This design comes from an exercise in tuning for small area on the open sky130 flow, not from production work. In this exercise RTL edits were held to simulation tests only and were not proved equivalent to the original. Power and IR drop assume default switching activity.

--- flow/config.mk ---
export PLATFORM = sky130hd
export DESIGN_NAME = uart
export DESIGN_NICKNAME = uart
export VERILOG_FILES = /design/flow/design.v
export SDC_FILE = /design/flow/constraint.sdc
export NUM_CORES = 4
export LEC_CHECK = 0
export CAP_MARGIN = 20
export CORE_MARGIN = 2
export CORE_UTILIZATION = 40
export SLEW_MARGIN = 20
--- flow/constraint.sdc ---
create_clock -name core_clock -period 10.0 [get_ports {sys_clk}]
set_input_delay 2.0000 -clock core_clock [delete_from_list [all_inputs] [get_ports {sys_clk}]]
set_output_delay 2.0000 -clock core_clock [all_outputs]
set_load 0.01 [all_outputs]
--- flow/design.v ---
`timescale 1ns / 10ps
module uart_fifo
  #
  (
   parameter WRITE_DATA_WIDTH = 11
   )
  (
   input wire                         clk,
   input wire                         rst,    
   input wire                         wr_en,
   input wire [WRITE_DATA_WIDTH-1:0]  din,
   output wire                        full,
   output wire [4:0]                  wr_data_count,
   input wire                         rd_en,
   output wire [WRITE_DATA_WIDTH-1:0] dout,
   output wire                        empty
   );
  localparam W = WRITE_DATA_WIDTH;
  logic [W-1:0] mem [0:15];
  logic [4:0]   count;
  wire do_wr = wr_en & ~full;
  wire do_rd = rd_en & ~empty;
  always @(posedge clk) begin
    if (do_wr) begin
      mem[1] <= din;
      for (int i = 2; i < 16; i++) mem[i] <= mem[i-1];
      mem[0] <= mem[15];
    end
    if (rst)
      count <= '0;
    else
      count <= count + {4'b0, do_wr} - {4'b0, do_rd};
  end
  assign full          = count[4];
  assign empty         = (count == '0);
  assign wr_data_count = count;
  assign dout          = empty ? '0 : mem[count[3:0]];
endmodule
`timescale 1ns / 10ps
module uart_cpu
  (
   input               sys_clk,  
   input               sys_rstn,  
   input               baud_en,  
   output logic        cpu_int,  
   input wire          reg_awvalid,
   output logic        reg_awready,
   input wire [2:0]    reg_awaddr,
   input wire          reg_wvalid,
   output logic        reg_wready,
   input wire [7:0]    reg_wdata,
   input wire          reg_bready,
   output logic        reg_bvalid,
   output logic [1:0]  reg_bresp,
   input wire          reg_arvalid,
   output logic        reg_arready,
   input wire [2:0]    reg_araddr,
   input wire          reg_rready,
   output logic        reg_rvalid,
   output logic [7:0]  reg_rdata,
   output logic [1:0]  reg_rresp,
   output logic [15:0] baud_terminal_count,  
   output logic [2:0]  parity,  
   output logic        force_rts,  
   output logic        autoflow,  
   output logic        loopback,  
   output logic        baud_reset,  
   input               rx_fifo_push,  
   input [7:0]         rx_fifo_din,  
   input               rx_break_det,  
   input               rx_parity_err,  
   input               rx_frame_err,  
   output              rx_fifo_full,  
   input               tx_fifo_pop,  
   input               tx_shift_empty,  
   output              tx_data_avail,  
   output [7:0]        tx_fifo_dout,  
   input               uart_cts  
   );
  typedef enum         bit [2:0]
                       {
                        REG_IDLE,
                        REG_W4ADDR,
                        REG_W4DATA,
                        REG_BRESP,
                        REG_W4RDREADY
                        } reg_cs_t;
  (* mark_debug = "true" *) reg_cs_t reg_cs;
  localparam
    RBR_THR    = 4'h0,  
    IER_IER    = 4'h1,  
    IIR_FCR0   = 4'h2,  
    LCR0       = 4'h3,  
    MCR0       = 4'h4,  
    LSR0       = 4'h5,  
    MSR0       = 4'h6,  
    SCR0       = 4'h7,  
    DLL        = 4'h8,  
    DLM        = 4'h9,  
    IIR_FCR1   = 4'hA,  
    LCR1       = 4'hB,  
    MCR1       = 4'hC,  
    LSR1       = 4'hD,  
    MSR1       = 4'hE,  
    SCR1       = 4'hF;  
  localparam AXI4_OKAY              = 2'b00;
  localparam AXI4_SLVERR            = 2'b10;
  logic [2:0]          reg_addr;
  logic                reg_we;
  logic [7:0]          reg_din;
  logic                dlab;                
  logic                break_en;            
  logic                fifo_enable;         
  logic                reset_rx_fifo;       
  logic                reset_tx_fifo;       
  logic [7:0]          scratch_reg;         
  logic                cts_change;          
  logic                cts_last;            
  (* mark_debug = "true" *) wire [7:0]           rx_fifo_out;         
  (* mark_debug = "true" *) logic                rx_fifo_pop;         
  (* mark_debug = "true" *) wire                 rx_fifo_empty;       
  (* mark_debug = "true" *) wire                 rx_data_avail;       
  logic [3:0]          rx_fifo_count;       
  logic [2:0]          rx_thresh;           
  logic                en_rx_data_avail;    
  logic                en_tx_fifo_empty;   
  logic                en_rx_status_change;
  logic                en_msr_change;
  wire                 tx_fifo_empty;
  logic                rx_status_change;
  logic                msr_change;
  logic                thr_empty, tx_shift_empty_d;
  logic [2:0]          int_status;     
  wire                 char_timeout = 0;  
  wire                 frame_err;      
  logic                tx_fifo_push;   
  logic [7:0]          tx_fifo_din;    
  wire                 break_det;      
  logic                overrun_error;  
  wire                 parity_err;
  wire                 rx_fifo_error;
  always @(posedge sys_clk) begin
    rx_fifo_pop   <= '0;
    reg_we        <= '0;
    reg_bvalid    <= '0;
    baud_reset    <= '0;
    reg_rresp     <= AXI4_OKAY;  
    cts_last <= uart_cts;
    if (baud_en & (cts_last ^ uart_cts)) cts_change <= 1'b1;
    case (reg_cs)
      REG_IDLE: begin
        reg_arready <= '1;
        reg_awready <= '1;
        reg_wready  <= '1;
        reg_rvalid  <= '0;
        if (reg_arvalid) begin
          reg_rvalid  <= '1;
          if (~reg_rready) begin
            reg_arready <= '0;
            reg_cs      <= REG_W4RDREADY;
          end
          case ({dlab, reg_araddr})
            RBR_THR: begin
              reg_rdata     <=  rx_fifo_out[7:0];
              rx_fifo_pop   <= ~rx_fifo_empty;
              if (~reg_rready) begin
                reg_arready <= '0;
                reg_cs      <= REG_W4RDREADY;
              end
            end
            IER_IER: begin
              reg_rdata <= {4'h0,  
                            en_rx_data_avail,
                            en_tx_fifo_empty,
                            en_rx_status_change,
                            en_msr_change};
            end
            IIR_FCR0, IIR_FCR1: begin
              reg_rdata[7:6] <= {2{fifo_enable}};
              reg_rdata[5:4] <= 2'b00;
              reg_rdata[3:0] <= {int_status, cpu_int};
            end
            LCR0, LCR1: begin
              reg_rdata <= {dlab,      
                            break_en,  
                            parity,   
                            1'b0,      
                            2'h0};     
            end  
            MCR0, MCR1: begin
              reg_rdata <= {2'b0,        
                            autoflow,    
                            loopback,    
                            2'b0,        
                            force_rts,   
                            1'b0};       
            end
            LSR0, LSR1: begin
              reg_rdata <= {rx_fifo_error & ~rx_fifo_empty,  
                            tx_shift_empty,   
                            tx_fifo_empty,  
                            break_det & ~rx_fifo_empty,  
                            frame_err & ~rx_fifo_empty,  
                            parity_err & ~rx_fifo_empty,  
                            overrun_error,  
                            ~rx_fifo_empty};    
            end
            MSR0, MSR1: begin
              cts_change <= '0;
              reg_rdata <= {3'h0,         
                            uart_cts,     
                            3'h0,
                            cts_change};  
            end
            SCR0, SCR1: reg_rdata <= scratch_reg;  
            DLL: begin
              reg_rdata  <= baud_terminal_count[7:0];
              baud_reset <= '1;
            end
            DLM: begin
              reg_rdata  <= baud_terminal_count[15:8];
              baud_reset <= '1;
            end
            default: begin
              reg_rdata <= '0;  
              reg_rresp <= AXI4_SLVERR;  
            end
          endcase  
        end else begin  
          case ({reg_awvalid, reg_wvalid})
            2'b11: begin
              reg_addr    <= reg_awaddr;
              reg_we      <= '1;
              reg_din     <= reg_wdata;
              if (reg_bready) begin
                reg_awready <= '1;
                reg_wready  <= '1;
                reg_bvalid  <= '1;
              end else begin
                reg_awready <= '0;
                reg_wready  <= '0;
                reg_cs      <= REG_BRESP;
              end
            end
            2'b10: begin
              reg_awready <= '0;
              reg_addr    <= reg_awaddr;
              reg_cs      <= REG_W4DATA;
            end
            2'b01: begin
              reg_wready <= '0;
              reg_din    <= reg_wdata;
              reg_cs     <= REG_W4ADDR;
            end
          endcase  
        end  
      end  
      REG_W4DATA: begin
        reg_we      <= '1;
        reg_din     <= reg_wdata;
        if (reg_bready) begin
          reg_awready <= '1;
          reg_wready  <= '1;
          reg_bvalid  <= '1;
          reg_cs      <= REG_IDLE;
        end else begin
          reg_awready <= '0;
          reg_wready  <= '0;
          reg_cs      <= REG_BRESP;
        end
      end
      REG_W4ADDR: begin
        reg_addr    <= reg_awaddr;
        reg_we      <= '1;
        if (reg_bready) begin
          reg_awready <= '1;
          reg_wready  <= '1;
          reg_bvalid  <= '1;
          reg_cs      <= REG_IDLE;
        end else begin
          reg_awready <= '0;
          reg_wready  <= '0;
          reg_cs      <= REG_BRESP;
        end
      end
      REG_BRESP: begin
        if (reg_bready) begin
          reg_awready <= '1;
          reg_wready  <= '1;
          reg_bvalid  <= '1;
          reg_cs      <= REG_IDLE;
        end else begin
          reg_awready <= '0;
          reg_wready  <= '0;
          reg_cs      <= REG_BRESP;
        end
      end
      REG_W4RDREADY: begin
        if (reg_rready) begin
          reg_arready <= '1;
          reg_cs      <= REG_IDLE;
        end
      end
    endcase  
    if (~sys_rstn) begin
      rx_fifo_pop         <= '0;
      reg_cs              <= REG_IDLE;
      cts_change          <= 1'b0;
      cts_last            <= 1'b0;
    end
  end  
  always @(posedge sys_clk) begin
    tx_fifo_push  <= '0;
    reset_rx_fifo <= '0;
    reset_tx_fifo <= '0;
    reg_bresp     <= AXI4_OKAY;  
    if (rx_fifo_push & ~rx_fifo_pop & rx_fifo_full) overrun_error <= 1'b1;
    else if (~rx_fifo_full) overrun_error <= 1'b0;
    if (en_rx_status_change && (overrun_error ||
                                parity_err & ~rx_fifo_empty ||
                                break_det & ~rx_fifo_empty ||
                                frame_err & ~rx_fifo_empty))
      {int_status, cpu_int} <= 4'b0110;
    else if (en_rx_data_avail && rx_data_avail)
      {int_status, cpu_int} <= 4'b0100;
    else if (char_timeout)
      {int_status, cpu_int} <= 4'b1100;
    else if (en_tx_fifo_empty && thr_empty)
      {int_status, cpu_int} <= 4'b0010;
    else if (en_msr_change && cts_change)
      {int_status, cpu_int} <= 4'b0000;
    else
      cpu_int <= 1'b1;
    tx_shift_empty_d <= tx_shift_empty;
    if (tx_shift_empty & ~tx_shift_empty_d && tx_fifo_empty) thr_empty <= 1'b1;
    if (reg_we) begin
      case ({dlab, reg_addr})
        RBR_THR: begin
          thr_empty <= 1'b0;
          tx_fifo_push      <= '1;
          tx_fifo_din[7:0]  <= reg_din;
        end
        IER_IER: begin
          {en_rx_data_avail,
           en_tx_fifo_empty,
           en_rx_status_change,
           en_msr_change} <= reg_din[3:0];
        end
        IIR_FCR0, IIR_FCR1: begin
          fifo_enable   <= reg_din[0];
          if (reg_din[1]) begin
            reset_rx_fifo <= '1;
          end
          if (reg_din[2]) begin
            reset_tx_fifo <= '1;
          end
          case (reg_din[7:6])
            2'h0: rx_thresh <= 4'h1;
            2'h1: rx_thresh <= 4'h2;
            2'h2: rx_thresh <= 4'h4;
            2'h3: rx_thresh <= 4'h7;
          endcase  
        end  
        LCR0, LCR1: begin
          dlab     <= reg_din[7];  
          break_en <= reg_din[6];  
          parity   <= reg_din[5:3];   
        end  
        MCR0, MCR1: begin
          autoflow  <= reg_din[5];  
          loopback  <= reg_din[4];  
          force_rts <= reg_din[1];  
        end
        SCR0, SCR1: scratch_reg <= reg_din;  
        DLL:        baud_terminal_count[7:0]  <= reg_din;
        DLM:        baud_terminal_count[15:8] <= reg_din;
        default:    reg_bresp  <= AXI4_SLVERR;  
      endcase  
    end  
    if (reg_cs == REG_IDLE && reg_arvalid &&
        ({dlab, reg_araddr} == IIR_FCR0 || {dlab, reg_araddr} == IIR_FCR1))
      thr_empty <= 1'b0;
    if (~sys_rstn) begin
      thr_empty           <= 1'b0;
      dlab                <= 1'b0;
      break_en            <= 1'b0;
      parity              <= 3'h0;
      autoflow            <= 1'b0;
      loopback            <= 1'b0;
      force_rts           <= 1'b0;
      fifo_enable         <= 1'b1;
      reset_rx_fifo       <= 1'b0;
      reset_tx_fifo       <= 1'b0;
      rx_thresh           <= '0;  
      en_rx_data_avail    <= 1'b0;
      en_tx_fifo_empty    <= 1'b0;
      en_rx_status_change <= 1'b0;
      en_msr_change       <= 1'b0;
      tx_fifo_push        <= 1'b0;
      overrun_error       <= 1'b0;
      baud_terminal_count <= 16'd247;  
      int_status          <= 3'h0;
      cpu_int             <= 1'b1;
      scratch_reg         <= 8'h0;
    end  
  end  
  logic [4:0] wr_data_count;
  wire        data_avail;
  wire        tx_fifo_full;
  assign data_avail = wr_data_count > rx_thresh;
  assign rx_data_avail = data_avail;
  uart_fifo
    #
    (
     .WRITE_DATA_WIDTH (10)
     )
  u_rx
    (
     .rst              (reset_rx_fifo | ~sys_rstn),
     .clk              (sys_clk),
     .wr_en            (rx_fifo_push),
     .din              ({rx_parity_err,
                         rx_frame_err,
                         rx_fifo_din}),
     .full             (rx_fifo_full),
     .wr_data_count    (wr_data_count),
     .rd_en            (rx_fifo_pop),
     .dout             ({parity_err,
                         frame_err,
                         rx_fifo_out}),
     .empty            (rx_fifo_empty)
     );
  assign break_det = 1'b0;  
  assign rx_fifo_error = break_det | parity_err | frame_err;
  uart_fifo
    #
    (
     .WRITE_DATA_WIDTH (8)
     )
  u_tx
    (
     .rst              (reset_tx_fifo | ~sys_rstn),
     .clk              (sys_clk),
     .wr_en            (tx_fifo_push),
     .din              (tx_fifo_din),
     .full             (tx_fifo_full),
     .rd_en            (tx_fifo_pop),
     .dout             (tx_fifo_dout),
     .empty            (tx_fifo_empty)
     );
  assign tx_data_avail = ~tx_fifo_empty;
endmodule  
`timescale 1ns / 10ps
module uart
  (
   input wire         sys_clk,  
   input wire         sys_rstn,  
   output logic       cpu_int,  
   input wire         reg_awvalid,
   output logic       reg_awready,
   input wire [2:0]   reg_awaddr,
   input wire         reg_wvalid,
   output logic       reg_wready,
   input wire [7:0]   reg_wdata,
   input wire         reg_bready,
   output logic       reg_bvalid,
   output logic [1:0] reg_bresp,
   input wire         reg_arvalid,
   output logic       reg_arready,
   input wire [2:0]   reg_araddr,
   input wire         reg_rready,
   output logic       reg_rvalid,
   output logic [7:0] reg_rdata,
   output logic [1:0] reg_rresp,
   input              uart_ctsn,  
   input              uart_rx,  
   output             uart_rtsn,  
   output             uart_tx    
   );
  typedef enum bit [1:0]
               {
                TX_IDLE       = 2'h0,
                TX_START      = 2'h1,
                TX_WAIT       = 2'h2,
                TX_TX         = 2'h3} tx_t;
  typedef enum bit [1:0]
               {
                RX_IDLE       = 2'h0,
                RX_START      = 2'h1,
                RX_SHIFT      = 2'h2,
                RX_PUSH       = 2'h3} rx_t;
  (* mark_debug = "true" *)rx_t                 rx_sm;
  tx_t                 tx_sm;
  logic [17:0]         tx_clken_count; 
  (* mark_debug = "true" *)logic [17:0]         rx_clken_count; 
  logic                tx_baudclk_en;  
  (* mark_debug = "true" *)logic                rx_baudclk_en;  
  logic [2:0]          tx_clk_cnt;     
  logic [3:0]          tx_data_cnt;    
  (* mark_debug = "true" *)logic [2:0]          rx_clk_cnt;     
  (* mark_debug = "true" *)logic [4:0]          rx_data_cnt;    
  (* mark_debug = "true" *)logic [6:0]          rx_data_shift;  
  wire                 tx_data_avail;  
  logic                tx_fifo_pop;    
  logic [10:0]         tx_shift;       
  (* mark_debug = "true" *)logic [10:0]         rx_shift;       
  wire [7:0]           tx_fifo_dout;   
  wire [2:0]           parity;         
  wire                 force_rts;     
  wire                 autoflow;       
  wire                 loopback;       
  logic                tx_rtsn;        
  logic [2:0]          din_shift;      
  wire                 rx_fifo_full;   
  (* mark_debug = "true" *) logic [6:0]          uart_rxd;       
  logic                rx_parity_err;  
  logic                rx_frame_err;   
  (* mark_debug = "true" *) logic                rx_fifo_push;   
  (* mark_debug = "true" *) logic [7:0]          rx_fifo_din;    
  logic                vote_bit;       
  logic                voted;          
  (* mark_debug = "true" *)wire [15:0]          baud_terminal_count;
  wire                 baud_reset;     
  logic                tx_shift_empty; 
  logic                enable_tx;      
  wire                 int_rx;
  (* mark_debug = "true" *)logic                rx_baud_reset;  
  wire                 tx_ctsn;        
  always @(posedge sys_clk) begin
    tx_baudclk_en <= '0;
    rx_baudclk_en <= '0;
    if (tx_clken_count == {1'b0, baud_terminal_count[15:1]}) begin
      tx_baudclk_en <= '1;
      tx_clken_count <= '0;
    end else
      tx_clken_count <= tx_clken_count + 1'b1;
    if (rx_clken_count == {2'b0,baud_terminal_count[15:2]}) begin
      rx_baudclk_en <= '1;
      rx_clken_count <= rx_clken_count + 1'b1;
    end else if (rx_clken_count == {1'b0, baud_terminal_count[15:1]}) begin
      rx_clken_count <= 16'h0;
    end else
      rx_clken_count <= rx_clken_count + 1'b1;
    if (~sys_rstn | baud_reset) begin
      tx_clken_count <= '0;
      tx_baudclk_en  <= '0;
    end
    if (~sys_rstn | baud_reset | rx_baud_reset) begin
      rx_clken_count <= '0;
      rx_baudclk_en  <= '0;
    end
  end  
  uart_cpu u_cpu
    (
     .sys_clk             (sys_clk),
     .sys_rstn            (sys_rstn),
     .baud_en             (tx_baudclk_en),
     .cpu_int             (cpu_int),
     .reg_awvalid         (reg_awvalid),
     .reg_awready         (reg_awready),
     .reg_awaddr          (reg_awaddr),
     .reg_wvalid          (reg_wvalid),
     .reg_wready          (reg_wready),
     .reg_wdata           (reg_wdata),
     .reg_bready          (reg_bready),
     .reg_bvalid          (reg_bvalid),
     .reg_bresp           (reg_bresp),
     .reg_arvalid         (reg_arvalid),
     .reg_arready         (reg_arready),
     .reg_araddr          (reg_araddr),
     .reg_rready          (reg_rready),
     .reg_rvalid          (reg_rvalid),
     .reg_rdata           (reg_rdata),
     .reg_rresp           (reg_rresp),
     .baud_terminal_count (baud_terminal_count),
     .baud_reset          (baud_reset),
     .rx_break_det        ('0),  
     .parity              (parity),
     .force_rts           (force_rts),
     .autoflow            (autoflow),
     .loopback            (loopback),
     .rx_fifo_push        (rx_fifo_push),
     .rx_fifo_din         (rx_fifo_din),
     .rx_parity_err       (rx_parity_err),
     .rx_frame_err        (rx_frame_err),
     .rx_fifo_full        (rx_fifo_full),
     .tx_fifo_pop         (tx_fifo_pop),
     .tx_shift_empty      (tx_shift_empty),
     .tx_data_avail       (tx_data_avail),
     .tx_fifo_dout        (tx_fifo_dout),
     .uart_cts            (uart_ctsn)  
     );
  assign uart_rtsn = autoflow ? rx_fifo_full : !force_rts;
  assign tx_ctsn = loopback ? uart_rtsn : uart_ctsn;  
  assign int_rx  = loopback ? uart_tx : uart_rx;
  assign uart_tx = enable_tx ? tx_shift[0] : '1;
  always @* begin
    case (rx_data_shift[4:2])
      3'b000: vote_bit = '0;
      3'b001: vote_bit = '0;
      3'b010: vote_bit = '0;
      3'b011: vote_bit = '1;
      3'b100: vote_bit = '0;
      3'b101: vote_bit = '1;
      3'b110: vote_bit = '1;
      3'b111: vote_bit = '1;
    endcase  
  end  
  always @(posedge sys_clk) begin
    enable_tx   <= '0;
    tx_fifo_pop <= '0;
    case (tx_sm)
      TX_IDLE: begin
        tx_shift_empty <= '1;
        tx_rtsn <= '1;  
        if (tx_data_avail) begin
          tx_sm       <= TX_START;
          tx_fifo_pop <= '1;
        end
      end
      TX_START: begin
        tx_shift_empty <= '0;
        casex (parity)
          3'bxx0: tx_shift <= {2'b11,tx_fifo_dout,1'b0};  
          3'b001: tx_shift <= {1'b1, ~^tx_fifo_dout,
                               tx_fifo_dout,1'b0};  
          3'b011: tx_shift <= {1'b1,  ^tx_fifo_dout,
                               tx_fifo_dout,1'b0};  
          3'b101: tx_shift <= {2'b11,tx_fifo_dout,1'b0};  
          3'b111: tx_shift <= {2'b10,tx_fifo_dout,1'b0};  
        endcase  
        tx_clk_cnt  <= '0;
        tx_data_cnt <= '0;
        tx_rtsn     <= '0;
        tx_sm       <= TX_WAIT;
      end  
      TX_WAIT: begin
        if (tx_baudclk_en && !tx_ctsn) begin
          enable_tx <= '1;
          tx_sm <= TX_TX;
        end
      end
      TX_TX: begin
        enable_tx <= '1;
        if (tx_baudclk_en) begin
          tx_clk_cnt <= tx_clk_cnt + 1'b1;  
          if (tx_clk_cnt == 6) begin
            tx_clk_cnt  <= 3'b0;
            if (( parity[0] && (tx_data_cnt != 10)) ||
                (~parity[0] && (tx_data_cnt != 9))) begin
              tx_data_cnt <= tx_data_cnt + 1'b1;
              tx_shift    <= tx_shift >> 1;
            end else begin
              tx_data_cnt <= 4'b0;
              tx_sm       <= TX_IDLE;
            end
          end  
        end  
      end  
    endcase  
    uart_rxd <= (uart_rxd << 1) | int_rx;  
    rx_fifo_push <= '0;
    rx_baud_reset <= '0;
    case (rx_sm)
      RX_IDLE: begin
        rx_clk_cnt  <= '0;
        rx_data_cnt <= '0;
        if (uart_rxd == 7'b1000000) begin
          rx_baud_reset <= '1;
          rx_data_shift <= (rx_data_shift << 1) | '0;
          rx_sm         <= RX_START;
        end
      end
      RX_START: begin
        if (rx_baudclk_en) begin
          rx_data_shift <= (rx_data_shift << 1) | uart_rxd[6];
          rx_clk_cnt    <= rx_clk_cnt + 1'b1;
          if (rx_clk_cnt == 4) begin
            voted <= ~(&rx_data_shift[4:2] | ~|rx_data_shift[4:2]);
            rx_shift[rx_data_cnt] <= vote_bit;
            if (~vote_bit) begin
              rx_data_cnt <= rx_data_cnt + 1'b1;
              rx_sm <= RX_SHIFT;
            end else begin
              rx_sm <= RX_IDLE;
            end
          end
        end
      end  
      RX_SHIFT: begin
        if (( parity[0] && (rx_data_cnt == 11)) ||
            (~parity[0] && (rx_data_cnt == 10))) begin
          rx_data_shift <= (rx_data_shift << 1) | uart_rxd[6];
          rx_clk_cnt    <= rx_clk_cnt + 1'b1;
          rx_data_cnt   <= 4'b0;
          rx_sm         <= RX_PUSH;
        end
        if (rx_baudclk_en) begin
          rx_data_shift <= (rx_data_shift << 1) | uart_rxd[6];
          rx_clk_cnt    <= rx_clk_cnt + 1'b1;
          if (rx_clk_cnt == 4) begin
            voted <= ~(&rx_data_shift[4:2] | ~|rx_data_shift[4:2]);
            rx_shift[rx_data_cnt] <= vote_bit;
            if (( parity[0] && (rx_data_cnt != 11)) ||
                (~parity[0] && (rx_data_cnt != 10))) begin
              rx_data_cnt <= rx_data_cnt + 1'b1;
            end else begin
              rx_data_cnt <= 4'b0;
              rx_sm       <= RX_PUSH;
            end
          end else if (rx_clk_cnt == 6) begin
            rx_clk_cnt  <= 3'b0;
          end  
        end
      end  
      RX_PUSH: begin
        rx_fifo_din <= rx_shift[8:1];
        if (~parity[0])
          rx_frame_err <= ~rx_shift[9];
        else
          rx_frame_err <= ~rx_shift[10];
        casex (parity)
          3'bxx0: rx_parity_err <= '0;  
          3'b001: rx_parity_err <= ~^rx_shift[9:1];  
          3'b011: rx_parity_err <=  ^rx_shift[9:1];  
          3'b101: rx_parity_err <= ~^rx_shift[9:1];  
          3'b111: rx_parity_err <= ~^rx_shift[9:1];  
          endcase  
        rx_fifo_push <= '1;
        rx_sm        <= RX_IDLE;
      end  
    endcase  
    if (~sys_rstn) begin
      tx_sm        <= TX_IDLE;
      rx_sm        <= RX_IDLE;
      tx_fifo_pop  <= '0;
      enable_tx    <= '0;
      rx_fifo_push <= '0;
      rx_baud_reset<= '0;
      rx_shift     <= '0;
    end
  end
endmodule  
--- flow/run.sh ---
#!/bin/bash
# synth_recipe.tcl (not shown) runs the flow's synth.tcl, then flattens the netlist and writes it again
# the make line also repeats each setting of config.mk as NAME=value (left out here)
make -C /OpenROAD-flow-scripts/flow DESIGN_CONFIG=/design/flow/config.mk WORK_HOME=/design/flow/orfs CLKGATE_MAP_FILE= SYNTH_SCRIPT=/design/flow/synth_recipe.tcl finish
==> results.yml, run 1 <==
timing:
  rsz0062_at_grt: "no"
  fmax_ghz: 0.254
  period_minus_slack_ps: 3940
  drv_slew: 0
  tightest_slew_ps: 999
  fin_skew_ps: 17.4
  hold_viol: 0
  final.setup.tns_ps: 0
  setup-violations-final: 0
  max_slew_margin: 0.334
  min_period_over_period: 0.394
min_path:
  hp-start: "uart_rxd[1]$_DFF_P_"
  hold_depth: 0
  hp-class: "reg -> reg"
  whs_endpoint: "uart_rxd[2]$_DFF_P_"
synthesis:
  synth_seq_cells: 494
  ys_async_sr_fraction: 0
  yosys_most_used_dff: "edfxtp_1"
  syn-mean-instance-area_um2: 12.5
  synth-edff-count: 361
  synthCells: 1682
  ys_warn_count: 6
  yosysSeqAreaShare: 0.642
  netlist_area_um2: 21000
  synth_cell_types: 70
final_layout:
  largest_reg_flops: 160
  top_regs: "u_cpu.u_rx.mem (160), u_cpu.u_tx.mem (128)"
  top_register: "u_cpu.u_rx.mem"
  nets: 1769
  final_cell_mix: "edfxtp_1 (361), nor2_1 (161), dfxtp_1 (130), nand2_1 (127), a21oi_1 (65)"
  mostFrequentLayoutCell: "edfxtp_1"
  area_delta_synth_final_pct: 12.5
  final_cells: 2424
  drive_above_1_share: 0.0795
  final_area_um2: 23600
floorplan:
  start_util: 0.402
  dieArea_um2: 54400
  dieHeight_um: 233
  die-width_um: 233
  io_pins: 43
  rows: 84
  core_um2: 52200
worst_setup_path:
  cp.required_ps: 8000
  start_kind: "flip-flop"
  critPathMaxFanout: 4
  worstPathArrival_ps: 1940
  reg2reg_depth: 10
  worstSetupEndpointType: "output pin"
  r2r_slack_ps: 6180
  reg2reg_to: "tx_shift[9]$_DFFE_PP_"
  r2r_start: "u_cpu.u_tx.count[0]$_SDFF_PP0_"
  crit_type: "reg -> out"
place:
  portBuffers: 39
  place_area_um2: 22000
  hpwl_mm: 30.7
  place_inst: 2329
  routabilityCongestion: 0.804
global_routing:
  grt_pass1_vias: 12901
  grt_pass1_wl_mm: 74.2
  track_usage: 0.174
  grt_max_degree: 82
  antenna_found_initial: 1
  grt_overflow_total: 0
run_status:
  status: "timing/DRC/antenna clean"
routing:
  drt_iter0_markers: 1386
  vias: 13331
  wl_mm: 47.1
  drt-vias-per-instance: 5.50
  routedWlPerCell_um: 19.4
  drc_errors: 0
  dr.pass1.iters: 6
  antenna_left: 0
clock_network:
  htreeDepth: 2
  cts-hold-fix-buffers: 0
  post_cts_resized: 0
  cts_tree: "yes"
  cts_buffers: 52
  post-cts-setup-buffers: 0
  clock-sinks: 494
  clock-root-buffer: "clkbuf_16"
  clockBufferDepth: 3
  clkLatencyLatePin_ps: 590
  clk_pin_slew_ps: 60
job:
  maxCapViolations: 0
power_and_ir_drop:
  ir_worst_vdd_v: 0.000148
  powerDensity_nw_per_um2: 218
  cellLeakagePower_nw: 8.06
[layout make-up]
cell class	count	area, µm²
fill	4676	28600
clock buffer	78	1490
antenna	1	2.50
inverter	55	214
multi-input combinational	1033	6890
clock inverter	16	133
timing repair buffer	59	544
sequential	494	13500
tap	688	861
[cells by family after synthesis]
kind of cell | share of synthesized area
compound gates | 0.101
buf+inv | 0.0305
fa+ha+maj | 0.0315
xor+xnor | 0.0427
mux | 0.0423
simple gates | 0.109
flops | 0.642
other cells | 0.000178
[stage by stage]
stage | hold WS [ps] | setup WS, ps | power (W) | utilization
floorplan | 332 | 5920 | 0.00307 | -
global placement | 341 | 5480 | 0.00332 | 0.421
detailed placement | 344 | 5300 | 0.00334 | 0.421
CTS | 355 | 5920 | 0.00521 | 0.452
global route | 372 | 5930 | 0.00539 | 0.453
finish | 356 | 6060 | 0.00516 | 0.453
[worst max path at each step]
stage                                   start                        endpoint  slack [ps]  cells past startpoint
2_1_floorplan  u_cpu.u_rx.count[4]$_SDFF_PP0_  u_cpu.u_rx.mem[0][0]$_DFFE_PP_        5920                      3
3_3_place_gp                    reg_araddr[2]    u_cpu.reg_rdata[3]$_DFFE_PP_        5480                      5
3_5_place_dp                    reg_araddr[2]    u_cpu.reg_rdata[3]$_DFFE_PP_        5300                      5
4_1_cts                         reg_araddr[2]    u_cpu.reg_rdata[3]$_DFFE_PP_        5920                      5
5_1_grt        u_cpu.u_tx.count[0]$_SDFF_PP0_           tx_shift[9]$_DFFE_PP_        5930                     10
6_report          u_cpu.autoflow$_SDFFE_PN0P_                       uart_rtsn        6060                      2
[worst max-delay path, cell delays in order, from the launching register on]
cell             delay (ps)
dfxtp_1                 350
o21ai_0                 380
clkdlybuf4s50_1         620
[power by group]
group	switching (W)	total (W)	internal, W
clock	0.000780	0.00186	0.00108
combinational	0.000513	0.000879	0.000366
sequential	0.000107	0.00242	0.00232
total	0.00140	0.00516	0.00376
[synth_stat cells, types with 11 or more instances]
library cell	n	area [µm²]
xor2_1	43	377
a222oi_1	16	160
and3_1	23	144
nor3_1	24	120
a21oi_1	65	325
a22o_1	15	131
a32oi_1	15	131
o21ai_0	59	295
a221oi_1	19	166
xnor2_1	55	482
mux2_2	28	315
a31oi_1	12	75.1
nor2_1	161	604
clkbuf_1	69	259
buf_1	11	41.3
nor2b_1	16	100
ha_1	49	613
buf_2	15	75.1
dfxtp_1	133	2660
edfxtp_1	361	10800
a22oi_1	41	308
nand2_1	127	477
nand3_1	61	305
and2_1	13	81.3
mux2i_1	46	460
nand4_1	19	119
inv_1	52	195
[metal layers]
layer / vias up / share of wire / track usage
met2: 422 / 0.45 / 0.264
met5: - / 0 / 0
met1: 6608 / 0.46 / 0.252
met4: 0 / 0.021 / 0.0470
li1: 6239 / - / -
met3: 62 / 0.067 / 0.0354
==> run 2, diff against run 1 <==
--- a/flow/design.v
+++ b/flow/design.v
@@ -35,5 +35,12 @@
   assign empty         = (count == '0);
   assign wr_data_count = count;
-  assign dout          = empty ? '0 : mem[count[3:0]];
+  logic [15:0] sel;
+  logic [W-1:0] mm;
+  always @* begin
+    for (int i = 0; i < 16; i++) sel[i] = (count == 5'(i == 0 ? 16 : i));
+    mm = '0;
+    for (int i = 0; i < 16; i++) mm = mm | ({W{sel[i]}} & mem[i]);
+  end
+  assign dout = mm;
 endmodule
 `timescale 1ns / 10ps
@@ -517,5 +524,5 @@
   logic                rx_frame_err;   
   (* mark_debug = "true" *) logic                rx_fifo_push;   
-  (* mark_debug = "true" *) logic [7:0]          rx_fifo_din;    
+  wire [7:0]           rx_fifo_din;    
   logic                vote_bit;       
   logic                voted;          
@@ -592,4 +599,5 @@
      );
   assign uart_rtsn = autoflow ? rx_fifo_full : !force_rts;
+  assign rx_fifo_din = rx_shift[8:1];
   assign tx_ctsn = loopback ? uart_rtsn : uart_ctsn;  
   assign int_rx  = loopback ? uart_tx : uart_rx;
@@ -715,20 +723,19 @@
       end  
       RX_PUSH: begin
-        rx_fifo_din <= rx_shift[8:1];
-        if (~parity[0])
-          rx_frame_err <= ~rx_shift[9];
-        else
-          rx_frame_err <= ~rx_shift[10];
-        casex (parity)
-          3'bxx0: rx_parity_err <= '0;  
-          3'b001: rx_parity_err <= ~^rx_shift[9:1];  
-          3'b011: rx_parity_err <=  ^rx_shift[9:1];  
-          3'b101: rx_parity_err <= ~^rx_shift[9:1];  
-          3'b111: rx_parity_err <= ~^rx_shift[9:1];  
-          endcase  
         rx_fifo_push <= '1;
         rx_sm        <= RX_IDLE;
       end  
     endcase  
+    if (~parity[0])
+      rx_frame_err <= ~rx_shift[9];
+    else
+      rx_frame_err <= ~rx_shift[10];
+    casex (parity)
+      3'bxx0: rx_parity_err <= '0;  
+      3'b001: rx_parity_err <= ~^rx_shift[9:1];  
+      3'b011: rx_parity_err <=  ^rx_shift[9:1];  
+      3'b101: rx_parity_err <= ~^rx_shift[9:1];  
+      3'b111: rx_parity_err <= ~^rx_shift[9:1];  
+    endcase  
     if (~sys_rstn) begin
       tx_sm        <= TX_IDLE;
--- a/flow/config.mk
+++ b/flow/config.mk
@@ -9,3 +9,6 @@
 export CORE_MARGIN = 2
 export CORE_UTILIZATION = 40
+export CTS_BUF_LIST = sky130_fd_sc_hd__clkbuf_16
+export CTS_CLUSTER_DIAMETER = 60
+export CTS_CLUSTER_SIZE = 35
 export SLEW_MARGIN = 20
==> run 2 against run 1 <==
  * Synthesized cell count shrank 2.9%
  * Combinational power shrank 5.3%
  * Wire length grew 0.66%
  * Core utilization shrank 0.22 points
  * Clock skew grew 19 ps
  * Largest cell class unchanged
  * Global-route usage grew 0.33 points
  * Sequential cell count shrank 8
  * Clock power shrank 9.7%
  * Setup slack lost 350 ps
==> results.yml, run 2 <==
floorplan:
  die-width_um: 231
  dieHeight_um: 231
  io_pins: 43
  core_um2: 51200
  dieArea_um2: 53500
  start_util: 0.404
  rows: 83
power_and_ir_drop:
  cellLeakagePower_nw: 7.74
  powerDensity_nw_per_um2: 212
  ir_worst_vdd_v: 0.000125
clock_network:
  cts-hold-fix-buffers: 0
  htreeDepth: 2
  clk_pin_slew_ps: 80
  clock-sinks: 486
  clkLatencyLatePin_ps: 580
  clockBufferDepth: 3
  clock-root-buffer: "clkbuf_16"
  cts_buffers: 39
  post-cts-setup-buffers: 0
  post_cts_resized: 0
  cts_tree: "yes"
timing:
  tightest_slew_ps: 1190
  min_period_over_period: 0.428
  setup_ws_ps: 5720
  drv_slew: 0
  period_minus_slack_ps: 4280
  setup-violations-final: 0
  final.setup.tns_ps: 0
  fin_skew_ps: 36.8
  rsz0062_at_grt: "no"
  max_slew_margin: 0.208
  hold_viol: 0
  fmax_ghz: 0.233
routing:
  vias: 12977
  drt-vias-per-instance: 5.51
  routedWlPerCell_um: 20.1
  drt_iter0_markers: 1510
  drc_errors: 0
  wl_mm: 47.4
  dr.pass1.iters: 8
  antenna_left: 0
final_layout:
  final_cell_mix: "edfxtp_1 (351), dfxtp_1 (135), nor2_1 (132), nand2_1 (117)"
  mostFrequentLayoutCell: "edfxtp_1"
  final_cells: 2354
  nets: 1718
  largest_reg_flops: 160
  drive_above_1_share: 0.0741
  top_register: "u_cpu.u_rx.mem"
  area_delta_synth_final_pct: 11.5
  postLayoutCoreUtil: 0.450
  top_regs: "u_cpu.u_rx.mem (160), u_cpu.u_tx.mem (128)"
synthesis:
  syn-mean-instance-area_um2: 12.7
  synthTopCellsByCount: "edfxtp_1 (351), dfxtp_1 (135), nor2_1 (133), nand2_1 (117)"
  synth_top_area_frac: 0.510
  netlist_area_um2: 20700
  yosys_most_used_dff: "edfxtp_1"
  ys_warn_count: 6
  yosysSeqAreaShare: 0.640
  yosysMostFrequentCell: "edfxtp_1"
  yosysTopAreaCell: "edfxtp_1"
  synth_seq_cells: 486
  yosys-top-cells-area: "edfxtp_1 (51%), dfxtp_1 (13%), ha_1 (3.0%)"
  synth_cell_types: 78
  synth-edff-count: 351
  synthCells: 1633
  ys_async_sr_fraction: 0
min_path:
  hp-class: "reg -> reg"
  hp-start: "uart_rxd[5]$_DFF_P_"
  hold_depth: 0
global_routing:
  grt_max_degree: 87
  grt_overflow_total: 0
  grt_pass1_wl_mm: 73.7
  track_usage: 0.177
  grt_pass1_vias: 12522
  antenna_found_initial: 2
job:
  maxCapViolations: 0
worst_setup_path:
  critPathMaxFanout: 16
  crit_type: "reg -> out"
  reg2reg_depth: 15
  crit_path_top_delay_cell: "dfxtp_1"
  crit_chain: "nand2_1 -> o21ai_0 -> clkdlybuf4s50_1"
  start_kind: "flip-flop"
  cp_slowest_stage_delay_ps: 750
  crit_path_start: "u_cpu.u_rx.count[4]$_SDFF_PP0_"
  worstPathArrival_ps: 2280
  cp.required_ps: 8000
  worstSetupEndpointType: "output pin"
  r2r_start: "u_cpu.u_tx.count[2]$_SDFF_PP0_"
place:
  hpwl_mm: 31.4
  place_inst: 2283
  dp_worst_setup_slack_ps: 5530
  portBuffers: 39
  routabilityCongestion: 0.858
run_status:
  status: "timing/DRC/antenna clean"
[run 2: changes by cell type in the layout (fill, tap and decap cells not counted), sizes merged, moves of 8 or more]
cell | before | now
buf | 20 | 11
a22oi | 41 | 61
mux2 | 28 | 20
a21boi | 6 | 14
a32oi | 15 | 6
nand2 | 128 | 117
nor2 | 161 | 133
edfxtp | 361 | 351
inv | 56 | 78
a222oi | 16 | 8
nand3 | 61 | 48
o21ai | 61 | 37
clkbuf | 78 | 41
nor2b | 16 | 47
[run 2: cells by family (layout without fill, tap and decap cells)]
| logic type | count (synthesis) | in the layout | synth area share |
|---|---|---|---|
| XOR/XNOR | 100 | 100 | 0.0424 |
| other | 1 | 4 | 0.000181 |
| AO/OA/AOI/OAI | 283 | 283 | 0.0960 |
| AND/OR/NAND/NOR | 500 | 500 | 0.121 |
| adder cells (fa/ha/maj) | 52 | 52 | 0.0321 |
| flip-flops | 486 | 486 | 0.640 |
| multiplexers | 72 | 72 | 0.0391 |
| buffers and inverters | 139 | 177 | 0.0289 |
[run 2: per-stage QoR]
stage	power [W]	hold WS, ps	instance area [µm²]
finish	0.00489	356	23100
global route	0.00510	363	23100
CTS	0.00493	357	23100
detailed placement	0.00325	343	21700
global placement	0.00323	334	21600
floorplan	0.00302	332	20700
[run 2: worst paths after layout]
path	end	slack [ps]
setup reg to reg	u_cpu.u_tx.count[4]$_SDFF_PP0_	5940
hold / removal	uart_rxd[6]$_DFF_P_	360
hold reg to reg	uart_rxd[6]$_DFF_P_	360
setup / recovery	uart_rtsn	5720
[run 2: routing by layer]
| metal | vias to the layer above | global-route usage | part of all wire | routed length, µm |
|---|---|---|---|---|
| li1 | 6063 | - | - | - |
| met2 | 418 | 0.270 | 0.45 | 21500 |
| met5 | - | 0 | 0.00034 | 16 |
| met1 | 6407 | 0.252 | 0.45 | 21500 |
| met3 | 87 | 0.0292 | 0.061 | 2900 |
| met4 | 2 | 0.0702 | 0.032 | 1510 |
[run 2: critical path, delay by kind of cell, from the launching register on]
family / cells / cell delay [ps]
buf+inv: 1 / 640
compound gates: 1 / 240
simple gates: 1 / 100
flops: 1 / 750
[run 2: area by class of cell]
cell class                      instances  area, µm²
Antenna cell                            1       2.50
Clock buffer                           41       1030
Clock inverter                         29        373
Fill cell                            4604      28100
Inverter                               58        225
Multi-Input combinational cell       1010       6880
Sequential cell                       486      13200
Tap cell                              680        851
Timing Repair Buffer                   49        460
[run 2: where the power goes]
group / internal, W / switching (W)
Combinational: 0.000346 / 0.000487
Sequential: 0.00227 / 0.000103
Clock: 0.000840 / 0.000839
==> run 3, diff against run 2 <==
--- a/flow/config.mk
+++ b/flow/config.mk
@@ -9,6 +9,6 @@
 export CORE_MARGIN = 2
 export CORE_UTILIZATION = 40
-export CTS_BUF_LIST = sky130_fd_sc_hd__clkbuf_16
-export CTS_CLUSTER_DIAMETER = 60
-export CTS_CLUSTER_SIZE = 35
+export CTS_BUF_LIST = sky130_fd_sc_hd__clkbuf_8
+export CTS_CLUSTER_DIAMETER = 50
+export CTS_CLUSTER_SIZE = 16
 export SLEW_MARGIN = 20
==> run 3 against run 2 <==
  * Synthesized area did not move
  * Sequential share of layout area grew 0.59 points
  * Final area shrank 1.0%
  * Critical endpoint unchanged
  * Largest power group unchanged
  * Highest routed layer unchanged
==> results.yml, run 3 <==
clock_network:
  clock-sinks: 486
  cts_buffers: 52
  cts_tree: "yes"
  cts-hold-fix-buffers: 0
  post-cts-setup-buffers: 0
  clockBufferDepth: 3
  clock-root-buffer: "clkbuf_8"
  post_cts_resized: 0
  htreeDepth: 2
  clkLatencyLatePin_ps: 690
  clk_pin_slew_ps: 90
final_layout:
  mostFrequentLayoutCell: "edfxtp_1"
  nets: 1731
  nFillCells: 4645
  largest_reg_flops: 160
  top_register: "u_cpu.u_rx.mem"
  final_cell_mix: "edfxtp_1 (351), dfxtp_1 (135), nor2_1 (132), nand2_1 (117), inv_1 (63)"
  area_delta_synth_final_pct: 10.4
  drive_above_1_share: 0.0848
  postLayoutCoreUtil: 0.446
  top_regs: "u_cpu.u_rx.mem (160), u_cpu.u_tx.mem (128)"
timing:
  holdWs_ps: 359
  rsz0062_at_grt: "no"
  max_slew_margin: 0.232
  min_period_over_period: 0.439
  fin_skew_ps: 53.5
  fmax_ghz: 0.228
  setup-violations-final: 0
  final.setup.tns_ps: 0
  period_minus_slack_ps: 4390
  drv_slew: 0
  hold_viol: 0
  tightest_slew_ps: 1150
global_routing:
  grt_overflow_total: 0
  grt_pass1_vias: 12621
  grt_max_degree: 87
  antenna_found_initial: 2
  grt_pass1_wl_mm: 74.3
  track_usage: 0.179
power_and_ir_drop:
  power_frac_seq: 0.511
  cellLeakagePower_nw: 7.67
  p_total_w: 0.00465
  ir_worst_vdd_v: 0.000103
  power_frac_clock: 0.310
  p_comb_frac: 0.179
  p_switching_w: 0.00140
  p_int_w: 0.00325
  swShare: 0.301
  powerDensity_nw_per_um2: 204
floorplan:
  rows: 83
  start_util: 0.404
  io_pins: 43
  core_um2: 51200
  dieArea_um2: 53500
  die-width_um: 231
  dieHeight_um: 231
synthesis:
  synth_seq_cells: 486
  synthTopCellsByCount: "edfxtp_1 (351), dfxtp_1 (135), nor2_1 (133), nand2_1 (117)"
  synthCells: 1633
  yosys_most_used_dff: "edfxtp_1"
  ys_warn_count: 6
  synth-edff-count: 351
  netlist_area_um2: 20700
  yosysTopAreaCell: "edfxtp_1"
  syn-mean-instance-area_um2: 12.7
  yosysMostFrequentCell: "edfxtp_1"
  ys_async_sr_fraction: 0
  yosys-top-cells-area: "edfxtp_1 (51%), dfxtp_1 (13%), ha_1 (3.0%)"
  synth_top_area_frac: 0.510
  synth_cell_types: 78
  yosysSeqAreaShare: 0.640
place:
  portBuffers: 39
  hpwl_mm: 31.4
  routabilityCongestion: 0.858
worst_setup_path:
  r2r_slack_ps: 5920
  crit_type: "reg -> out"
  worstPathArrival_ps: 2390
  critPathMaxFanout: 16
  cp.required_ps: 8000
  start_kind: "flip-flop"
  worstSetupEndpointType: "output pin"
routing:
  dr.pass1.iters: 8
  vias: 13042
  drt-vias-per-instance: 5.48
  wl_mm: 48.0
  drt_iter0_markers: 1402
  routedWlPerCell_um: 20.2
  antenna_left: 0
  drc_errors: 0
job:
  maxCapViolations: 0
run_status:
  status: "timing/DRC/antenna clean"
min_path:
  hp-class: "reg -> reg"
[run 3: cell counts after synthesis]
No cell type changed its count.
[run 3: final cells by class]
| class | count | area (µm²) | share of cell area |
|---|---|---|---|
| Inverter | 58 | 225 | 0.00987 |
| Clock buffer | 54 | 743 | 0.0326 |
| Antenna cell | 1 | 2.50 | 0.000110 |
| Timing Repair Buffer | 49 | 460 | 0.0202 |
| Multi-Input combinational cell | 1010 | 6880 | 0.301 |
| Clock inverter | 42 | 423 | 0.0185 |
| Tap cell | 680 | 851 | 0.0373 |
| Sequential cell | 486 | 13200 | 0.580 |
[run 3: cell families after synthesis]
logic type                 after synthesis  synth area share
and+or+nand+nor                        500             0.121
DFF                                    486             0.640
AOI/OAI and AO/OA                      283            0.0960
buffers and inverters                  139            0.0289
xor gates and xnor gates               100            0.0424
muxes                                   72            0.0391
adders and majority gates               52            0.0321
other                                    1          0.000181
[run 3: worst max-delay path: stages, from the launching register on]
cell,delay (ps)
dfxtp_1,750
nand2_1,100
o21ai_0,250
clkdlybuf4s50_1,650
[run 3: layer usage]
metal / part of all wire / vias up / track usage
met3: 0.065 / 90 / 0.0360
li1: - / 6084 / -
met2: 0.45 / 422 / 0.275
met1: 0.45 / 6444 / 0.252
met5: 0.00033 / - / 0
met4: 0.026 / 2 / 0.0621
[run 3: power groups by stage]
stage / Clock, W / Combinational, W / Sequential (W)
after CTS: 0.00148 / 0.000835 / 0.00238
final: 0.00144 / 0.000832 / 0.00237
after detailed placement: 0 / 0.000830 / 0.00242
after floorplan: 0 / 0.000647 / 0.00237
after global routing: 0.00156 / 0.000919 / 0.00239
after global placement: 0 / 0.000816 / 0.00242
[run 3: stage by stage]
step | cell area, µm² | instances | setup WS (ps)
after floorplan | 20700 | 1635 | 5690
after global placement | 21600 | 2283 | 5660
after detailed placement | 21700 | 2283 | 5530
after CTS | 22800 | 2379 | 5550
after global routing | 22800 | 2380 | 5490
final | 22800 | 2380 | 5610
[run 3: final timing paths]
path / start / to / cells past startpoint
max: u_cpu.u_rx.count[4]$_SDFF_PP0_ / uart_rtsn / 3
min: uart_rxd[5]$_DFF_P_ / uart_rxd[6]$_DFF_P_ / 0
max reg2reg: u_cpu.u_tx.count[2]$_SDFF_PP0_ / u_cpu.u_tx.count[4]$_SDFF_PP0_ / 15
min reg2reg: uart_rxd[5]$_DFF_P_ / uart_rxd[6]$_DFF_P_ / 0
==> run 4, diff against run 3 <==
==> flow/flow/run.sh (new file) <==
#!/bin/bash
# Own layout flow: the standard flow, with two changes.
#  1. After the standard synthesis, the combinational logic is mapped again for
#     area by flow/resynth.tcl (the flip-flops are kept: same instances, names
#     and cells). The new netlist replaces 1_2_yosys.v and the flow goes on.
#  2. The clock tree is built from fewer, larger clusters, without dummy loads.
set -euo pipefail
WORK=$(pwd)
R=$WORK/orfs/results/$FLOW_PLATFORM/uart/base
YOSYS=$(command -v yosys || echo "$FLOW_HOME/../tools/install/yosys/bin/yosys")
LIB=$FLOW_HOME/platforms/$FLOW_PLATFORM/lib/sky130_fd_sc_hd__tt_025C_1v80.lib

export CTS_ARGS="-sink_clustering_enable -repair_clock_nets -dont_use_dummy_load -buf_list sky130_fd_sc_hd__clkbuf_16 -sink_clustering_size 28 -sink_clustering_max_diameter 70"

bash standard.sh synth > standard_synth.log 2>&1

cp "$R/1_2_yosys.v" "$WORK/1_2_yosys_standard.v"
RS_LIB=$LIB RS_IN=$WORK/1_2_yosys_standard.v RS_TOP=$FLOW_TOP \
  RS_STAT_BEFORE=$WORK/resynth_stat_before.txt RS_STAT_AFTER=$WORK/resynth_stat_after.txt \
  RS_SCRIPT=$WORK/flow/area.script RS_OUT=$WORK/1_2_yosys_resynth.v \
  "$YOSYS" -c "$WORK/flow/resynth.tcl" > resynth.log 2>&1
cp "$WORK/1_2_yosys_resynth.v" "$R/1_2_yosys.v"
touch "$R/1_2_yosys.v"

bash standard.sh finish > standard_finish.log 2>&1
==> flow/flow/area.script (new file) <==
strash
&get -n
&deepsyn -T 60
&put
dch -f
amap
==> flow/flow/resynth.tcl (new file) <==
# Re-map the combinational logic of the standard synthesis netlist for area.
# The flip-flops are kept as they are (same instances, names and cells).
yosys -import
set lib $::env(RS_LIB)
read_liberty -ignore_miss_func $lib
blackbox sky130_fd_sc_hd__*df* sky130_fd_sc_hd__*dl* sky130_fd_sc_hd__conb*
read_verilog $::env(RS_IN)
hierarchy -top $::env(RS_TOP)
tee -o $::env(RS_STAT_BEFORE) stat -liberty $lib
flatten
opt_clean
abc -script $::env(RS_SCRIPT) -liberty $lib -dont_use sky130_fd_sc_hd__lpflow_* -dont_use sky130_fd_sc_hd__probe*
opt_clean -purge
hilomap -singleton -hicell sky130_fd_sc_hd__conb_1 HI -locell sky130_fd_sc_hd__conb_1 LO
splitnets
opt_clean -purge
tee -o $::env(RS_STAT_AFTER) stat -liberty $lib
write_verilog -noattr -noexpr -nohex -nodec $::env(RS_OUT)
==> flow/standard.sh (new file) <==
#!/bin/bash
# synth_recipe.tcl (not shown) runs the flow's synth.tcl, then flattens the netlist and writes it again
# the make line also repeats each setting of config.mk as NAME=value (left out here)
make -C /OpenROAD-flow-scripts/flow DESIGN_CONFIG=/design/flow/config.mk WORK_HOME=/design/flow/orfs CLKGATE_MAP_FILE= SYNTH_SCRIPT=/design/flow/synth_recipe.tcl "${@:-finish}"
--- a/flow/config.mk
+++ b/flow/config.mk
@@ -9,6 +9,3 @@
 export CORE_MARGIN = 2
 export CORE_UTILIZATION = 40
-export CTS_BUF_LIST = sky130_fd_sc_hd__clkbuf_8
-export CTS_CLUSTER_DIAMETER = 50
-export CTS_CLUSTER_SIZE = 16
 export SLEW_MARGIN = 20
removed: flow/run.sh
==> run 4 against run 3 <==
  * Cell count shrank 9.0%
  * Core utilization grew 0.58 points
  * Maximum frequency shrank 2.2%
  * Wire length shrank 6.8%
  * Synthesized cell count shrank 9.7%
  * Synthesized area shrank 10%
  * Final area shrank 9.8%
  * Die area shrank 10%
  * Total power shrank 22%
  * Count of clock-buffer cells in the layout shrank 26
  * Critical path type is now in -> reg
  * Largest cell class unchanged
==> results.yml, run 4 <==
routing:
  wl_mm: 44.8
  dr.pass1.iters: 7
  wl_met3_mm: 3.30
  drt-vias-per-instance: 5.73
  routedWlPerCell_um: 20.7
  top_layer: "met4"
  met1_length_mm: 19.3
  antenna_left: 0
  drc_errors: 0
  wl_met2_mm: 20.9
  vias: 12410
  drt_iter0_markers: 1329
floorplan:
  rows: 78
  io_pins: 43
  core_um2: 45600
  start_util: 0.407
  dieArea_um2: 48100
  die-width_um: 219
  dieHeight_um: 219
worst_setup_path:
  r2r_slack_ps: 5760
  worstSetupEndpointType: "flip-flop"
  cp.required_ps: 10280
  worstPathArrival_ps: 4770
  crit_type: "in -> reg"
  reg2reg_to: "tx_shift[9]$_DFFE_PP_"
  r2r_start: "u_cpu.u_tx.count[3]$_SDFF_PP0_"
  start_kind: "primary input"
  critPathMaxFanout: 10
  reg2reg_depth: 16
clock_network:
  clock-sinks: 486
  clk_pin_slew_ps: 90
  cts_buffers: 28
  clockBufferDepth: 3
  clock-root-buffer: "clkbuf_16"
  post_cts_resized: 0
  cts_tree: "yes"
  cts-hold-fix-buffers: 0
  clkLatencyLatePin_ps: 600
  htreeDepth: 1
  post-cts-setup-buffers: 0
place:
  portBuffers: 39
  dp_worst_setup_slack_ps: 5020
  routabilityCongestion: 0.934
  hpwl_mm: 30.7
final_layout:
  nFillCells: 4100
  top_regs: "u_cpu.u_rx.mem (160), u_cpu.u_tx.mem (128)"
  num_antenna_cells: 0
  area_delta_synth_final_pct: 11.0
  drive_above_1_share: 0.0345
  final_cell_mix: "edfxtp_1 (351), nor2_1 (194), clkinv_1 (167), dfxtp_1 (135), nand2_1 (91)"
  largest_reg_flops: 160
  mostFrequentLayoutCell: "edfxtp_1"
  top_register: "u_cpu.u_rx.mem"
  nets: 1590
global_routing:
  antenna_found_initial: 0
  track_usage: 0.186
  grt_pass1_vias: 12007
  grt_overflow_total: 0
  grt_max_degree: 96
  grt_pass1_wl_mm: 69.4
power_and_ir_drop:
  cellLeakagePower_nw: 6.36
  ir_worst_vdd_v: 0.000135
  p_total_w: 0.00362
  powerDensity_nw_per_um2: 176
synthesis:
  ys_warn_count: 6
  synthCells: 1474
  syn-mean-instance-area_um2: 12.6
  netlist_area_um2: 18500
timing:
  tightest_slew_ps: 1090
  period_minus_slack_ps: 4490
  fmax_ghz: 0.223
  hold_viol: 0
  min_period_over_period: 0.449
  final.setup.tns_ps: 0
  max_slew_margin: 0.272
  drv_slew: 0
  rsz0062_at_grt: "no"
  setup_ws_ps: 5510
  fin_skew_ps: 92.1
  setup-violations-final: 0
min_path:
  whs_endpoint: "uart_rxd[1]$_DFF_P_"
  hold_depth: 0
  hp-class: "reg -> reg"
  hp-start: "uart_rxd[0]$_DFF_P_"
run_status:
  status: "timing/DRC/antenna clean"
job:
  maxCapViolations: 0
[run 4: metrics by stage]
step | cells | hold slack (ps) | area, µm² | util
floorplan | 1476 | 323 | 18600 | -
global placement | 2137 | 328 | 19900 | 0.436
detailed placement | 2137 | 334 | 19900 | 0.436
CTS | 2165 | 337 | 20600 | 0.452
global route | 2165 | 330 | 20600 | 0.452
finish | 2165 | 330 | 20600 | 0.452
[run 4: where the power goes]
part | internal [W] | total, W | switching [W]
registers | 0.00224 | 0.00229 | 0.0000516
logic | 0.0000752 | 0.000231 | 0.000155
clock network | 0.000495 | 0.00111 | 0.000611
total | 0.00281 | 0.00362 | 0.000818
[run 4: layout make-up]
cell class | count | area (µm²) | share of cell area
sequential | 486 | 13200 | 0.643
tap | 600 | 751 | 0.0365
timing repair buffer | 61 | 559 | 0.0272
clock buffer | 28 | 701 | 0.0340
inverter | 169 | 642 | 0.0312
multi-input combinational | 821 | 4690 | 0.228
[run 4: how the worst max path moves through the flow]
stage	from	cells past startpoint	slack [ps]	endpoint
floorplan	u_cpu.u_rx.count[4]$_SDFF_PP0_	3	5010	u_cpu.u_rx.mem[0][0]$_DFFE_PP_
global placement	reg_araddr[2]	7	5180	u_cpu.reg_rdata[2]$_DFFE_PP_
detailed placement	reg_araddr[2]	7	5020	u_cpu.reg_rdata[2]$_DFFE_PP_
CTS	reg_araddr[2]	7	5620	u_cpu.reg_rdata[2]$_DFFE_PP_
global route	reg_araddr[2]	7	5420	u_cpu.reg_rdata[2]$_DFFE_PP_
finish	reg_araddr[2]	7	5510	u_cpu.reg_rdata[2]$_DFFE_PP_
[run 4: worst max-delay path, cell delays in order]
cell	delay (ps)
clkdlybuf4s50_1	570
nor2_1	360
nand2_1	260
nor2_1	860
nand4_1	150
a2111oi_0	440
a31oi_1	130
[run 4: layer usage]
layer | vias to the layer above | track usage
li1 | 5822 | -
met1 | 6030 | 0.259
met2 | 474 | 0.301
met3 | 84 | 0.0286
met4 | 0 | 0.0597
met5 | - | 0
==> run 5, diff against run 4 <==
--- a/flow/design.v
+++ b/flow/design.v
@@ -44,4 +44,53 @@
   assign dout = mm;
 endmodule
+module uart_txfifo
+  #
+  (
+   parameter WRITE_DATA_WIDTH = 8
+   )
+  (
+   input wire                         clk,
+   input wire                         rst,    
+   input wire                         pre_wr,
+   input wire [WRITE_DATA_WIDTH-1:0]  din,
+   input wire                         wr_en,
+   output wire                        full,
+   input wire                         rd_en,
+   output wire [WRITE_DATA_WIDTH-1:0] dout,
+   output wire                        empty
+   );
+  localparam W = WRITE_DATA_WIDTH;
+  logic [W-1:0] mem [0:15];
+  logic [4:0]   count;
+  logic [4:0]   count_next;
+  wire do_wr = wr_en & ~full;
+  wire do_rd = rd_en & ~empty;
+  always @* begin
+    if (rst)
+      count_next = '0;
+    else
+      count_next = count + {4'b0, do_wr} - {4'b0, do_rd};
+  end
+  always @(posedge clk) begin
+    if (pre_wr & ~count_next[4]) begin
+      mem[1] <= din;
+      for (int i = 2; i < 16; i++) mem[i] <= mem[i-1];
+      mem[0] <= mem[15];
+    end
+    count <= count_next;
+  end
+  assign full  = count[4];
+  assign empty = (count == '0);
+  logic [15:0] sel;
+  logic [W-1:0] mm;
+  always @* begin
+    for (int i = 0; i < 16; i++)
+      sel[i] = ~empty & (do_wr ? (count == 5'(i == 0 ? 15 : i - 1))
+                               : (count == 5'(i == 0 ? 16 : i)));
+    mm = '0;
+    for (int i = 0; i < 16; i++) mm = mm | ({W{sel[i]}} & mem[i]);
+  end
+  assign dout = mm;
+endmodule
 `timescale 1ns / 10ps
 module uart_cpu
@@ -142,5 +191,4 @@
   wire                 frame_err;      
   logic                tx_fifo_push;   
-  logic [7:0]          tx_fifo_din;    
   wire                 break_det;      
   logic                overrun_error;  
@@ -346,5 +394,4 @@
           thr_empty <= 1'b0;
           tx_fifo_push      <= '1;
-          tx_fifo_din[7:0]  <= reg_din;
         end
         IER_IER: begin
@@ -440,5 +487,6 @@
   assign break_det = 1'b0;  
   assign rx_fifo_error = break_det | parity_err | frame_err;
-  uart_fifo
+  wire        thr_we = reg_we & ({dlab, reg_addr} == RBR_THR);
+  uart_txfifo
     #
     (
@@ -447,8 +495,9 @@
   u_tx
     (
-     .rst              (reset_tx_fifo | ~sys_rstn),
      .clk              (sys_clk),
+     .rst              (reset_tx_fifo | ~sys_rstn),
+     .pre_wr           (thr_we),
+     .din              (reg_din),
      .wr_en            (tx_fifo_push),
-     .din              (tx_fifo_din),
      .full             (tx_fifo_full),
      .rd_en            (tx_fifo_pop),
--- a/flow/flow/run.sh
+++ b/flow/flow/run.sh
@@ -11,5 +11,5 @@
 LIB=$FLOW_HOME/platforms/$FLOW_PLATFORM/lib/sky130_fd_sc_hd__tt_025C_1v80.lib
 
-export CTS_ARGS="-sink_clustering_enable -repair_clock_nets -dont_use_dummy_load -buf_list sky130_fd_sc_hd__clkbuf_16 -sink_clustering_size 28 -sink_clustering_max_diameter 70"
+export CTS_ARGS="-sink_clustering_enable -repair_clock_nets -dont_use_dummy_load -buf_list sky130_fd_sc_hd__clkbuf_16 -sink_clustering_size 32 -sink_clustering_max_diameter 80"
 
 bash standard.sh synth > standard_synth.log 2>&1
==> flow/flow/area.script (replaced) <==
strash
dc2
&get -n
&deepsyn -T 60
&put
dc2
dch -f
amap
strash
dch -f
amap
==> run 5 against run 4 <==
  * Core utilization is 0.48 points lower
  * Via count is 0.88% lower
  * Critical path type unchanged
  * Final area is 1.9% lower
  * First-iteration DRC count is 9.3% higher
  * Wire length is 0.10% lower
  * Sequential cell count is 8 lower
  * Sequential power hardly changed
  * Largest cell class unchanged
  * Clock skew is 1.4 ps higher
==> results.yml, run 5 <==
timing:
  min_period_over_period: 0.474
  tightest_slew_ps: 991
  fmax_ghz: 0.211
  drv_slew: 0
  period_minus_slack_ps: 4740
  fin_skew_ps: 93.5
  rsz0062_at_grt: "no"
  hold_viol: 0
  setup-violations-final: 0
  setup_ws_ps: 5260
  max_slew_margin: 0.322
  final.setup.tns_ps: 0
power_and_ir_drop:
  power_frac_clock: 0.287
  cellLeakagePower_nw: 6.25
  swShare: 0.230
  p_int_w: 0.00273
  ir_worst_vdd_v: 0.000129
  p_switching_w: 0.000816
  power_frac_seq: 0.643
  p_comb_frac: 0.069
  powerDensity_nw_per_um2: 176
clock_network:
  post-cts-setup-buffers: 0
  cts-hold-fix-buffers: 0
  post_cts_resized: 0
  clk_pin_slew_ps: 90
  clockBufferDepth: 3
  clock-root-buffer: "clkbuf_16"
  cts_buffers: 24
  clkLatencyLatePin_ps: 600
  clock-sinks: 478
  cts_tree: "yes"
  htreeDepth: 1
floorplan:
  die-width_um: 217
  core_um2: 45200
  io_pins: 43
  rows: 78
  dieHeight_um: 217
  dieArea_um2: 47200
  start_util: 0.403
final_layout:
  top_regs: "u_cpu.u_rx.mem (160), u_cpu.u_tx.mem (128)"
  area_delta_synth_final_pct: 11.0
  nFillCells: 4081
  mostFrequentLayoutCell: "edfxtp_1"
  nets: 1551
  drive_above_1_share: 0.0380
  final_cells: 2126
  final_cell_mix: "edfxtp_1 (343), nor2_1 (180), clkinv_1 (135), dfxtp_1 (135), nand2_1 (101)"
  largest_reg_flops: 160
  top_register: "u_cpu.u_rx.mem"
  num_antenna_cells: 0
place:
  dp_worst_setup_slack_ps: 4640
  routabilityCongestion: 0.910
  portBuffers: 39
  hpwl_mm: 29.9
  place_inst: 2102
job:
  maxCapViolations: 0
routing:
  routedWlPerCell_um: 21.0
  vias: 12301
  drc_errors: 0
  drt-vias-per-instance: 5.79
  antenna_left: 0
  dr.pass1.iters: 6
  wl_mm: 44.7
  drt_iter0_markers: 1453
synthesis:
  syn-mean-instance-area_um2: 12.7
  netlist_area_um2: 18200
  synthCells: 1431
  ys_warn_count: 6
worst_setup_path:
  worstPathArrival_ps: 4950
  worstSetupEndpointType: "flip-flop"
  critPathMaxFanout: 78
  crit_type: "in -> reg"
  cp.required_ps: 10220
  start_kind: "primary input"
global_routing:
  grt_pass1_vias: 11866
  grt_max_degree: 103
  track_usage: 0.188
  grt_pass1_wl_mm: 68.5
  grt_overflow_total: 0
  antenna_found_initial: 0
run_status:
  status: "timing/DRC/antenna clean"
min_path:
  hp-class: "reg -> reg"
[run 5: cell count changes in the layout (fill, tap and decap cells not counted), sizes merged, moves of 8 or more]
cell	before	now
and3	13	4
nor2	194	182
edfxtp	351	343
a222oi	24	42
nor4	13	5
buf	22	30
a21oi	43	77
o22ai	72	53
o21ai	58	47
a221oi	20	29
a211oi	28	36
clkinv	167	135
nand2	91	101
[run 5: stage by stage]
stage,hold slack (ps),util,area (µm²),power [W]
floorplan,323,-,18200,0.00245
global placement,327,0.433,19600,0.00257
detailed placement,336,0.433,19600,0.00257
CTS,355,0.447,20200,0.00357
global route,359,0.447,20200,0.00366
finish,353,0.447,20200,0.00355
[run 5: worst paths after layout]
| path | to | depth (start not counted) | startpoint | slack (ps) |
|---|---|---|---|---|
| max | u_cpu.u_tx.mem[10][1]$_DFFE_PP_ | 9 | sys_rstn | 5260 |
| min | uart_rxd[4]$_DFF_P_ | 0 | uart_rxd[3]$_DFF_P_ | 350 |
| max reg2reg | u_cpu.reg_rdata[3]$_DFFE_PP_ | 12 | u_cpu.u_rx.count[1]$_SDFF_PP0_ | 5670 |
| min reg2reg | uart_rxd[4]$_DFF_P_ | 0 | uart_rxd[3]$_DFF_P_ | 350 |
[run 5: layout make-up]
cell class                 instances  area (µm²)  share of cell area
clock buffer                      24         601              0.0297
sequential                       478       13000               0.644
timing repair buffer              69         616              0.0305
tap                              600         751              0.0372
multi-input combinational        819        4710               0.233
inverter                         136         515              0.0255
[run 5: power by group through the flow]
| stage | combinational [W] | clock (W) | sequential, W |
|---|---|---|---|
| 5_1_grt | 0.000269 | 0.00110 | 0.00229 |
| 2_1_floorplan | 0.000137 | 0 | 0.00232 |
| 4_1_cts | 0.000245 | 0.00104 | 0.00228 |
| 3_3_place_gp | 0.000241 | 0 | 0.00233 |
| 3_5_place_dp | 0.000244 | 0 | 0.00233 |
| 6_report | 0.000246 | 0.00102 | 0.00228 |
[run 5: worst max-delay path, stage by stage]
cell	delay (ps)
clkdlybuf4s50_1	400
buf_4	240
clkinv_1	180
buf_4	270
or2_0	190
nor3_1	90
nor2_4	80
buf_4	530
buf_4	850
[run 5: layer usage]
layer	GRT usage	wire, µm	vias to the layer above
met1	0.260	19200	6009
met4	0.0635	1210	0
met5	0	0	-
met2	0.303	20600	497
li1	-	-	5718
met3	0.0302	3750	77

## re-timing with driven ports
In the flow no input, the clock included, has a driving cell. The finished layouts below were timed again as built, in two steps. Step 1: set_driving_cell puts a clkbuf_16 on sys_clk and a buf_2 on each other input, an assumption about the parent block. Step 2 also shifts input and output timing later by t, the mid clock arrival at the registers, as if the neighbouring blocks saw the same clock. Three values: ideal, step 1, step 2; two values: the first two.
run	t (ns)	slack for setup (ns)	hold slack, ns	latest minus earliest clock arrival (ns)	worst data-port slew with drivers (ns)
run 1	0.642	6.063 / 6.007 / 5.629	0.356 / 0.356 / 0.356	0.023 / 0.022	0.09
run 2	0.621	5.716 / 5.658 / 5.431	0.356 / 0.356 / 0.356	0.041 / 0.041	0.11
run 3	0.714	5.606 / 5.553 / 5.435	0.359 / 0.359 / 0.359	0.058 / 0.059	0.12
run 4	0.619	5.507 / 5.522 / 4.903	0.330 / 0.330 / 0.330	0.110 / 0.111	0.07
run 5	0.612	5.262 / 5.293 / 4.681	0.353 / 0.353 / 0.353	0.096 / 0.096	0.06
After both steps every run listed still meets setup and hold. For run 4, which loses most, drivers alone change the setup slack by +0.015 ns; drivers and shift together by -0.604 ns.
